What follows belongs to an exercise in optimizing a design on an open flow for small area; a production flow would make more cautious choices. At most, simulation tests tie the RTL to the original design; equivalence was not proved. No activity file was given, so power comes from the tool's default toggle rates.

Setup of v20:
==> flow/design.v <==
module Generating_Frequencies #(parameter Cycles=5000000) (
    input logic clk, reset_n,
    output logic q
);
    parameter bitwidth =$clog2(Cycles);
	 logic [bitwidth-1:0] counter;
    always_ff @(posedge clk)  
    begin
        if (reset_n == 0)
            counter <= 0;
        else
            counter <= (counter + 1) % Cycles;
    end
    assign q = (counter == (Cycles-1))? 0:1;  
endmodule
clock: 4.0 ns
lec_check: 0
cap_margin: 20
core_margin: 2
core_utilization: 40
place_density: 0.6
slew_margin: 20
run.sh (not shown) runs the stock make flow with config.mk's settings and CLKGATE_MAP_FILE= SYNTH_SCRIPT=/design/flow/synth_recipe.tcl, a recipe that flattens the netlist after the stock synthesis.
### v20 -> v8
==> flow/design.v <==
module Generating_Frequencies #(parameter Cycles=5000000) (
    input logic clk, reset_n,
    output logic q
);
    generate
        if (Cycles == 5000000) begin : g_lfsr
            localparam logic [22:0] TERM_MASK  = 23'h3efbff;
            localparam logic [22:0] TERM_STATE = 23'h1f8818;
            logic [22:0] x;
            logic        term;
            assign term = ((x & TERM_MASK) == (TERM_STATE & TERM_MASK));
            assign q    = ~term;
            always_ff @(posedge clk) begin
                if (!reset_n || term)
                    x <= '0;
                else
                    x <= {~x[21:0], ~(x[17] ^ x[22])};
            end
        end else begin : g_count
            localparam bitwidth = $clog2(Cycles);
            logic [bitwidth-1:0] counter;
            always_ff @(posedge clk) begin
                if (reset_n == 0)
                    counter <= 0;
                else
                    counter <= (counter + 1) % Cycles;
            end
            assign q = (counter == (Cycles-1)) ? 0 : 1;
        end
    endgenerate
endmodule
--- outcome ---
Comparing v20 and v8, core utilization is higher on v8. For weighted congestion at the end of routability-driven global placement, dividing the value from v8 by the value from v20 gives 0.69. Delta (v8 minus v20): delay contributed by the slowest stage of the critical path shows a reduction of 0.15 ns; power after layout shows a reduction of 14 uW; static leakage shows a reduction of about 50%. Looking only at effective utilization at floorplan, and setting everything else aside, the higher value of v20 and v8 goes to v8. Wire length per cell after detailed routing (v8 vs. v20) decreases by more than a quarter. Of v20 and v8, the run reporting the lower logic depth of the worst path, buffers included was v8. Where headroom to the max-slew limit is concerned, v20 is better than v8. Between v20 and v8, wire length of the first global-routing pass is higher for v20, v8 comes in under that. v8: post-layout worst setup margin 0.88 ns above v20. v8 vs v20 — wire length reported by the detailed router dropped about 70%.
No run of this note included a check of the RTL's function; only the layout flow was run.

--- another note on this design; it stands on its own ---

== run 4 ==
// Generating_Frequencies
module Generating_Frequencies #(parameter Cycles=5000000) (
    input logic clk, reset_n,
    output logic q
);
export LEC_CHECK = 0
export CAP_MARGIN = 20
export CORE_MARGIN = 2
export CORE_UTILIZATION = 40
export CTS_BUF_LIST = sky130_fd_sc_hd__clkbuf_4
export CTS_CLUSTER_DIAMETER = 200
export CTS_CLUSTER_SIZE = 30
export PLACE_DENSITY = 0.6
export SLEW_MARGIN = 20
export SYNTH_HIERARCHICAL = 1
export SYNTH_MINIMUM_KEEP_SIZE = 0
create_clock -name core_clock -period 4.0 [get_ports {clk}]
run.sh (not shown) runs the stock make flow with config.mk's settings and CLKGATE_MAP_FILE= SYNTH_SCRIPT=/design/flow/synth_recipe.tcl, a recipe that flattens the netlist after the stock synthesis.
Run 4 closes out successfully: all stages finished, all timing, DRC and antenna checks passed.
Input-level comparison between run 2 and run 4:
--- a/flow/config.mk
+++ b/flow/config.mk
@@ -9,7 +9,4 @@
 export CORE_MARGIN = 2
 export CORE_UTILIZATION = 40
-export CTS_BUF_LIST = sky130_fd_sc_hd__clkbuf_4
-export CTS_CLUSTER_DIAMETER = 200
-export CTS_CLUSTER_SIZE = 30
 export PLACE_DENSITY = 0.6
 export SLEW_MARGIN = 20
Clock sink count: run 2 vs run 4 identical
Summary of run 2 over run 4: synthesized instance count ~0 delta; number of non-clock inverters in the layout ~0 delta; met2 wire length -20 um.
Between run 4 and run 2, power decreased.
Status: met1 layer usage reported by global route parity (run 4, run 2)
On design area, the higher figure sits with run 4, not run 2.
Taking run 4 over run 2, the detailed-routed wire length on met3 ratio works out to 0.36.
Diff run 2 and run 4: signed area change from the synthesized netlist to the final layout higher in run 4

==> what the ideal ports hide <==
How much do the figures lean on ideal ports? The routed layouts below were timed once more, with nothing changed but the port constraints.
Step 1 (the two cells are an assumption about what drives the block):
set clk [get_ports {clk}]
set_driving_cell -lib_cell sky130_fd_sc_hd__clkbuf_16 $clk
set_driving_cell -lib_cell sky130_fd_sc_hd__buf_2 [delete_from_list [all_inputs] $clk]
Step 2 adds t to the input delays and takes it off the output delays; t is the mean of the earliest and latest rising clock arrival at the registers after step 1. Input paths then give back, and output paths get back, about the clock's delay inside the block.
a / b / c = ideal ports / drivers / drivers and shift; a / b = the first two.
| run | t, ns | setup WS [ns] | latest minus earliest clock arrival (ns) |
|---|---|---|---|
| v20 | 0.293 | 0.586 / 0.586 / 0.586 | 0.006 / 0.005 |
| v8 | 0.313 | 1.465 / 1.448 / 1.761 | 0.004 / 0.004 |
| run 4 | 0.307 | 1.670 / 1.652 / 1.959 | 0.001 / 0.001 |
| run 2 | 0.318 | 1.658 / 1.640 / 1.957 | 0.008 / 0.007 |
After both steps setup and hold are still met in every run listed.
